Source: an optimization exercise on an open RTL-to-GDS flow (aim: small area, a short achievable clock period and few clock cycles per item). Production flows keep margins and buffers that such runs may drop.
Where RTL was checked, it was by simulation tests only, not by an equivalence proof against the original.
Power and IR drop assume default switching activity.

==> run a: inputs <==
==> flow/design.v (excerpt) <==
module multiplier(
	input logic clk,
	input logic rst,
	input logic start_flag,
	input logic[15:0] a,
	input logic[15:0] b,
	output logic[31:0] result,
	output logic status
	);
	logic one1;
	logic two2;
	logic cb3;
	logic y7;
	logic y9;
	logic y11;
	logic y13;
	logic y15;
	logic y17;
	logic y19;
	logic y21;
	logic y23;
	logic y25;
	logic y27;
	logic y29;
	logic y31;
	logic y33;
	logic y35;
	logic y37;
	logic pp39;
	logic pp41;
	logic pp43;
	logic pp45;
	logic pp47;
	logic pp49;
	logic pp51;
	logic pp53;
	logic pp55;
	logic pp57;
	logic pp59;
	logic pp61;
	logic pp63;
	logic pp65;
	logic pp67;
	logic pp69;
	logic pp71;
	logic one73;
	logic two74;
	logic cb75;
	logic y79;
	logic y81;
	logic y83;
	logic y85;
	logic y87;
	logic y89;
	logic y91;
	logic y93;
	logic y95;
	logic y97;
	logic y99;
	logic y101;
	logic y103;
	logic y105;
	logic y107;
	logic y109;
	logic pp111;
	logic pp113;
	logic pp115;
	logic pp117;
	logic pp119;
	logic pp121;
	logic pp123;
	logic pp125;
	logic pp127;
	logic pp129;
	logic pp131;
	logic pp133;
	logic pp135;
	logic pp137;
	logic pp139;
	logic pp141;
	logic pp143;
	logic one145;
	logic two146;
	logic cb147;
  ...
Settings: LEC_CHECK=0, CAP_MARGIN=20, CORE_MARGIN=2, CORE_UTILIZATION=40, GPL_TIMING_DRIVEN=0, SETUP_SLACK_MARGIN=0.3, SLEW_MARGIN=20, SYNTH_HIERARCHICAL=1; clock period 4.0 ns.
standard.sh (not shown) runs the stock make flow with config.mk's settings and CLKGATE_MAP_FILE= SYNTH_SCRIPT=/design/flow/synth_recipe.tcl, a recipe that flattens the netlist after the stock synthesis.
==> flow/flow/run.sh <==
#!/bin/bash
set -euo pipefail
cd "$(dirname "$0")/.."
export BUFFER_PORTS_ARGS="-buffer_cell sky130_fd_sc_hd__buf_2"
bash standard.sh > make.log 2>&1
==> run b: changes against run a <==
Settings changed: CORE_UTILIZATION 40 to 70, SETUP_SLACK_MARGIN 0.3 to default.
==> qor summary <==
quantity                                                         run b          run a
Share of the final layout cell area in multi-input gates         73.4%          68.8%
Worst path setup slack after routing                          0.137 ns       0.385 ns
Leakage power summed over all cells                            4.02 nW        4.27 nW
Std-Cell Core Area                                         10200 sq um    18000 sq um
Overall Power                                                  5.94 mW        6.47 mW
Core utilization of the finished layout                          80.1%          49.5%
Floorplan row count                                                 37             49
Initial cell density of the core                                 71.4%          40.7%
M1 wire length                                                 6.96 mm        8.32 mm
DRC violation total after the first TritonRoute iteration          377            323
Outcome                               no timing/DRC/antenna violations  no timing/DRC/antenna violations
Startpoint of the worst setup timing path                         q3_1           b[3]
HPWL after detailed placement                                  12.5 mm        13.7 mm
Category of the worst setup path launch point                flip-flop  primary input
Clock network area share                                         1.94%          3.40%
Clock net power                                                 473 uW         796 uW
Max VDD drop                                                0.000919 V     0.000578 V
Final Routed Wirelength                                        16.3 mm        18.0 mm
Slew at the pin closest to its max-slew limit                 0.765 ns       0.758 ns
Final clock period utilization by the worst path                 96.6%          90.4%
Critical Path Sink Type                                     output pin      flip-flop
Testbench counts of run a, summed over its fixed seeds: cycles 1,608, items 1,600.
Testbench counts of run b, summed over its fixed seeds: cycles 1,608, items 1,600.

==> job 372: inputs <==
multiplier, a different RTL version from the one above (not shown whole).
clock: 4.0 ns
lec_check: 0
cap_margin: 20
core_margin: 2
core_utilization: 40
slew_margin: 20
run.sh (not shown) runs the stock make flow with config.mk's settings and CLKGATE_MAP_FILE= SYNTH_SCRIPT=/design/flow/synth_recipe.tcl, a recipe that flattens the netlist after the stock synthesis.
Stock flow here: none of the scripts above is used.
==> job 3185: changes against job 372 <==
Settings changed: ABC_CLOCK_PERIOD_IN_PS set to 2500.
==> summary of the runs <==
Job 3185 completed with no timing, DRC or antenna violations. Job 372 ran to the end with no violations. Power is the same in job 3185 and job 372. In worst hold slack, job 3185 and job 372 do not differ. Non-clock buffer count is the same in job 3185 and job 372. In clock-buffer cell count, job 3185 and job 372 do not differ. Sequential cell count is the same in job 3185 and job 372. In maximum frequency, job 3185 and job 372 do not differ. Setup slack is the same in job 372 and job 3185.
No run of this note included a check of the RTL's function; only the layout flow was run.

==> inputs of 07-26 <==
RTL: one of the versions met above, not the one the previous note started from.
==> flow/config.mk <==
export PLATFORM = sky130hd
export DESIGN_NAME = multiplier
export DESIGN_NICKNAME = multiplier
export VERILOG_FILES = /design/flow/design.v
export SDC_FILE = /design/flow/constraint.sdc
export NUM_CORES = 4
export LEC_CHECK = 0
export CAP_MARGIN = 20
export CORE_MARGIN = 2
export CORE_UTILIZATION = 70
export GPL_TIMING_DRIVEN = 1
export SETUP_SLACK_MARGIN = 0.3
export SLEW_MARGIN = 20
export SYNTH_HIERARCHICAL = 1
==> flow/constraint.sdc <==
create_clock -name core_clock -period 4.0 [get_ports {clk}]
set_input_delay 0.8000 -clock core_clock [delete_from_list [all_inputs] [get_ports {clk}]]
set_output_delay 0.8000 -clock core_clock [all_outputs]
set_load 0.01 [all_outputs]
standard.sh (not shown) runs the stock make flow with config.mk's settings and CLKGATE_MAP_FILE= SYNTH_SCRIPT=/design/flow/synth_recipe.tcl, a recipe that flattens the netlist after the stock synthesis.
Scripts as last shown in full above: flow/flow/run.sh
==> 10-05 (differences from 07-26) <==
CORE_UTILIZATION = 40   (was 70)
GPL_TIMING_DRIVEN = 0   (was 1)
SETUP_SLACK_MARGIN = unset   (was 0.3)
==> 07-13 (differences from 07-26) <==
CORE_UTILIZATION = 40   (was 70)
GPL_TIMING_DRIVEN = 0   (was 1)
SETUP_SLACK_MARGIN = 0.6   (was 0.3)
==> comparison <==
07-13 completed without violations. 10-05 passed the timing, DRC and antenna checks. 07-26 went through all stages and came out clean.
In 07-13 the die area is higher than in 07-26, by about 70%.
Fmax: 07-13 is higher than 07-26 (2.0%).
Against 10-05, the power of 07-26 is smaller by 11%.
Of 07-13 and 07-26, 07-13 has the higher wire length (gap 5.7%, measured against 07-26).
In synthesized cell count, 07-26 and 10-05 do not differ.
In sequential cell count, 07-13 and 07-26 do not differ.
Non-clock buffer count, highest first: 07-13, 07-26, 10-05.
Against 10-05, the first-iteration DRC count of 07-13 is higher by 12%.
The highest clock power belongs to 07-13, the lowest to 07-26.
Testbench counts of 07-26, summed over its fixed seeds: cycles 1,608, items 1,600.
Testbench counts of 10-05, summed over its fixed seeds: cycles 1,608, items 1,600.
Testbench counts of 07-13, summed over its fixed seeds: cycles 1,608, items 1,600.

==> v7 <==
Another version of the RTL of multiplier (not shown whole).
clock: 4.0 ns
lec_check: 0
cap_margin: 20
core_margin: 2
core_utilization: 70
gpl_timing_driven: 1
setup_slack_margin: 0.4
slew_margin: 20
synth_hierarchical: 1
Scripts as last shown in full above: flow/flow/run.sh
==> v37 (differences from v7) <==
Settings changed: SETUP_SLACK_MARGIN 0.4 to 0.5.
==> flow_metrics.py <==
metrics = {
    "finish": {
        "seqCellArea_um2": 1170,
        "fin_cells": 846,
        "sh_seq_area_pct": 14.7,
        "drive_gt1_share_pct": 20.8,
    },
    "power_and_ir_drop": {
        "sw_frac_of_total_pct": 44.8,
        "p_clk_mw": 0.489,
    },
    "clock_tree": {
        "post_cts_resized": 0,
    },
    "global_route": {
        "grt_pass1_vias": 5592,
        "use_met3_pct": 6.61,
    },
    "outcome": {
        "outcome": "finished clean",
    },
}
That was v7.
==> flow_metrics.py <==
metrics = {
    "global_route": {
        "grt_pass1_vias": 5906,
        "use_met3_pct": 7.61,
    },
    "finish": {
        "drive_gt1_share_pct": 23.3,
        "num-multi-input-gates": 531,
        "sh_seq_area_pct": 14.2,
        "syn_to_final_growth_pct": 15.9,
        "seqCellArea_um2": 1170,
        "fin_cells": 855,
    },
    "power_and_ir_drop": {
        "sw_frac_of_total_pct": 43.9,
        "p_clk_mw": 0.546,
    },
    "clock_tree": {
        "post_cts_resized": 15,
    },
    "outcome": {
        "outcome": "finished clean",
    },
}
That was v37.
Testbench counts of v7, summed over its fixed seeds: cycles 1,608, items 1,600.
Testbench counts of v37, summed over its fixed seeds: cycles 1,608, items 1,600.

==> v23 <==
RTL: one of the versions met above, not the one the previous note started from.
clock: 4.0 ns
lec_check: 0
cap_margin: 20
core_margin: 2
core_utilization: 70
gpl_timing_driven: 0
setup_slack_margin: 0.3
slew_margin: 20
synth_hierarchical: 1
Scripts as last shown in full above: flow/flow/run.sh
==> v11: changes against v23 <==
CORE_UTILIZATION = 40   (was 70)
CTS_BUF_LIST = sky130_fd_sc_hd__clkbuf_2 sky130_fd_sc_hd__clkbuf_4   (was not set)
==> flow_summary.ini <==
[die]
row_count = 49

[outcome]
status = no timing/DRC/antenna violations

[power_and_ir_drop]
power_switching_mw = 2.55
peakVddDrop_v = 0.000549
p_comb_mw = 4.81

[setup_path]
worst_path_most_repeated_cell = a21o_4
The numbers above come from v11.

==> flow_summary.ini <==
[outcome]
status = no timing/DRC/antenna violations

[hold_path]
hold_class = in -> async

[clock_tree]
cts_setup_buffers = 8

[power_and_ir_drop]
power_switching_mw = 2.55
p_comb_mw = 4.69
peakVddDrop_v = 0.000807

[die]
row_count = 37

[drt]
num_vias = 5616

[sta]
min_period_over_period_pct = 91.2

[setup_path]
worst_path_most_repeated_cell = a21o_1

[cells_and_area]
diodes = 0
The numbers above come from v23.

Testbench counts of v23, summed over its fixed seeds: cycles 1,608, items 1,600.
Testbench counts of v11, summed over its fixed seeds: cycles 1,608, items 1,600.

==> inputs of 04-09 <==
RTL: one of the versions met above, not the one the previous note started from.
clock: 4.0 ns
lec_check: 0
cap_margin: 20
core_margin: 2
core_utilization: 70
gpl_timing_driven: 1
setup_slack_margin: 0.4
slew_margin: 20
synth_hierarchical: 1
==> flow/flow/run.sh <==
#!/bin/bash
set -euo pipefail
cd "$(dirname "$0")/.."
export BUFFER_PORTS_ARGS="-buffer_cell sky130_fd_sc_hd__buf_1"
bash standard.sh > make.log 2>&1
==> inputs of 06-17, as changes to 04-09 <==
==> flow/flow/run.sh (replaced) <==
#!/bin/bash
set -euo pipefail
cd "$(dirname "$0")/.."
export BUFFER_PORTS_ARGS="-buffer_cell sky130_fd_sc_hd__buf_2"
bash standard.sh > make.log 2>&1
SETUP_SLACK_MARGIN = 0.3   (was 0.4)
==> inputs of 10-19, as changes to 04-09 <==
SETUP_SLACK_MARGIN = 0.3   (was 0.4)
==> comparison table <==
|  | 04-09 | 06-17 | 10-19 |
|---|---|---|---|
| Wire length of the first global-routing pass | 28.7 mm | 28.9 mm | 28.9 mm |
| Non-clk bufs | 122 | 100 | 117 |
| Design internal power | 2.91 mW | 2.97 mW | 2.81 mW |
| Proportion of total power due to net switching | 45.4% | 44.2% | 45.6% |
| Initial drt markers | 454 | 373 | 515 |
| Sequential cell area share | 14.2% | 14.8% | 14.6% |
| Actual slew at the worst max-slew pin | 0.613 ns | 0.561 ns | 0.733 ns |
| IR drop worst, VDD | 648 uV | 822 uV | 663 uV |
| Slowest CP cell | ha_1 | fa_1 | fa_1 |
| Setup slack of the critical path after layout | 0.477 ns | 0.451 ns | 0.393 ns |
| Vias in the first global route | 5710 | 5758 | 5711 |
| Worst slew margin relative to its limit | 59.1% | 62.6% | 51.2% |
| Total via count in the routed design | 5492 | 5347 | 5448 |
| Clock buffers and inverters, area share | 2.49% | 2.63% | 2.44% |
| GP Congestion | 0.967 | 0.914 | 0.980 |
| Area of the multi-input gates | 5890 um2 | 5750 um2 | 5790 um2 |
| GR Util All Layers | 33.6% | 33.7% | 33.9% |
| Clk_buf instances | 11 | 14 | 11 |
| Run status | finished clean | finished clean | finished clean |
Testbench counts of 04-09, summed over its fixed seeds: cycles 1,608, items 1,600.
Testbench counts of 06-17, summed over its fixed seeds: cycles 1,608, items 1,600.
Testbench counts of 10-19, summed over its fixed seeds: cycles 1,608, items 1,600.

==> 12-28: inputs <==
Starting RTL as in the previous note.
==> flow/design.v (excerpt) <==
module multiplier(
	input logic clk,
	input logic rst,
	input logic start_flag,
	input logic[15:0] a,
	input logic[15:0] b,
	output logic[31:0] result,
	output logic status
	);
	logic two2;
	logic y5;
	logic y7;
	logic y9;
	logic y11;
	logic y13;
	logic y15;
	logic y17;
	logic y19;
	logic y21;
	logic y23;
	logic y25;
	logic y27;
	logic y29;
	logic y31;
	logic y33;
	logic y35;
	logic pp37;
	logic pp39;
	logic pp41;
	logic pp43;
	logic pp45;
	logic pp47;
	logic pp49;
	logic pp51;
	logic pp53;
	logic pp55;
	logic pp57;
	logic pp59;
	logic pp61;
	logic pp63;
	logic pp65;
	logic pp67;
	logic pp69;
	logic one71;
	logic two72;
	logic cb73;
	logic y77;
	logic y79;
	logic y81;
	logic y83;
	logic y85;
	logic y87;
	logic y89;
	logic y91;
	logic y93;
	logic y95;
	logic y97;
	logic y99;
	logic y101;
	logic y103;
	logic y105;
	logic y107;
	logic pp109;
	logic pp111;
	logic pp113;
	logic pp115;
	logic pp117;
	logic pp119;
	logic pp121;
	logic pp123;
	logic pp125;
	logic pp127;
	logic pp129;
	logic pp131;
	logic pp133;
	logic pp135;
	logic pp137;
	logic pp139;
	logic pp141;
	logic one143;
	logic two144;
	logic cb145;
	logic y149;
	logic y151;
	logic y153;
	logic y155;
	logic y157;
	logic y159;
	logic y161;
	logic y163;
	logic y165;
	logic y167;
	logic y169;
	logic y171;
	logic y173;
	logic y175;
	logic y177;
	logic y179;
	logic pp181;
	logic pp183;
	logic pp185;
	logic pp187;
	logic pp189;
	logic pp191;
	logic pp193;
	logic pp195;
	logic pp197;
  ...
==> flow/config.mk <==
export PLATFORM = sky130hd
export DESIGN_NAME = multiplier
export DESIGN_NICKNAME = multiplier
export VERILOG_FILES = /design/flow/design.v
export SDC_FILE = /design/flow/constraint.sdc
export NUM_CORES = 4
export LEC_CHECK = 0
export CAP_MARGIN = 20
export CORE_MARGIN = 2
export CORE_UTILIZATION = 70
export GPL_ROUTABILITY_DRIVEN = 0
export GPL_TIMING_DRIVEN = 1
export SETUP_SLACK_MARGIN = 0.4
export SLEW_MARGIN = 20
export SYNTH_HIERARCHICAL = 1
==> flow/constraint.sdc <==
create_clock -name core_clock -period 4.0 [get_ports {clk}]
set_input_delay 0.8000 -clock core_clock [delete_from_list [all_inputs] [get_ports {clk}]]
set_output_delay 0.8000 -clock core_clock [all_outputs]
set_load 0.01 [all_outputs]
==> flow/flow/run.sh <==
#!/bin/bash
set -euo pipefail
cd "$(dirname "$0")/.."
export BUFFER_PORTS_ARGS="-buffer_cell sky130_fd_sc_hd__buf_2"
bash standard.sh > make.log 2>&1
==> inputs of 01-23, as changes to 12-28 <==
- CORE_UTILIZATION: 70 -> 80
- GPL_ROUTABILITY_DRIVEN: 0 -> default
- SETUP_SLACK_MARGIN: 0.4 -> 0.3
==> inputs of 05-05, as changes to 12-28 <==
- GPL_ROUTABILITY_DRIVEN: 0 -> default
- SETUP_SLACK_MARGIN: 0.4 -> 0.2
==> results.sh <==
export IMPL_met3WireLength_mm=1.84
export IMPL_totalWireLength_mm=20.2
export IMPL_status="complete, no violations"
export IMPL_area_growth_syn_to_layout_pct=11.1
export IMPL_vias_per_cell=7.01
export IMPL_max_vdd_ir_drop_v=0.000680
export IMPL_nNetsFinal=880
export IMPL_power_density_cell_area_mw_per_mm2=710
[end of results for 01-23]
==> results.sh <==
export IMPL_power_density_cell_area_mw_per_mm2=676
export IMPL_area_growth_syn_to_layout_pct=10.7
export IMPL_status="complete, no violations"
export IMPL_vias_per_cell=6.38
[end of results for 05-05]
==> results.sh <==
export IMPL_power_density_cell_area_mw_per_mm2=675
export IMPL_area_growth_syn_to_layout_pct=12.6
export IMPL_status="complete, no violations"
export IMPL_met3WireLength_mm=1.25
export IMPL_vias_per_cell=6.34
[end of results for 12-28]
Testbench counts of 12-28, summed over its fixed seeds: cycles 1,608, items 1,600.
Testbench counts of 01-23, summed over its fixed seeds: cycles 1,608, items 1,600.
Testbench counts of 05-05, summed over its fixed seeds: cycles 1,608, items 1,600.

[separate check: timing with driven ports]
Ports are ideal in the flow. The routed layouts listed here were re-timed in OpenROAD. Step 1 assumes that a clkbuf_16 drives the clock port and a buf_2 every other input. Step 2 moves the port delays by t, midway between the first and last clock arrival at a register: inputs arrive t later, outputs are due t later. That takes back most of the time a late clock gives input paths. Slacks: ideal ports / drivers / drivers and shift; pairs: ideal ports / drivers.
run	shift t [ns]	slack for setup (ns)	worst slew at a driven data input, ns
run a	0.379	0.385 / 0.376 / 0.026	0.06
run b	0.386	0.137 / 0.100 / -0.217	0.04
job 372	0.359	0.131 / 0.103 / -0.210	0.04
job 3185	0.359	0.131 / 0.103 / -0.210	0.04
07-26	0.390	0.355 / 0.322 / 0.111	0.05
10-05	0.381	0.151 / 0.107 / -0.206	0.05
07-13	0.382	0.428 / 0.385 / 0.253	0.07
v7	0.394	0.513 / 0.477 / 0.137	0.03
v37	0.395	0.548 / 0.521 / 0.167	0.04
v23	0.392	0.353 / 0.315 / 0.004	0.05
v11	0.486	0.283 / 0.246 / -0.110	0.05
04-09	0.387	0.477 / 0.442 / 0.113	0.04
06-17	0.398	0.451 / 0.429 / 0.067	0.04
10-19	0.386	0.393 / 0.394 / 0.008	0.04
12-28	0.381	0.491 / 0.456 / 0.126	0.04
01-23	0.385	0.371 / 0.338 / 0.028	0.05
05-05	0.392	0.253 / 0.267 / -0.125	0.04
With both steps, setup timing fails in 6 of these runs, where it was met with ideal ports. The setup slack of v11, which loses most, moves by -0.037 ns with the drivers and by -0.393 ns with both steps.
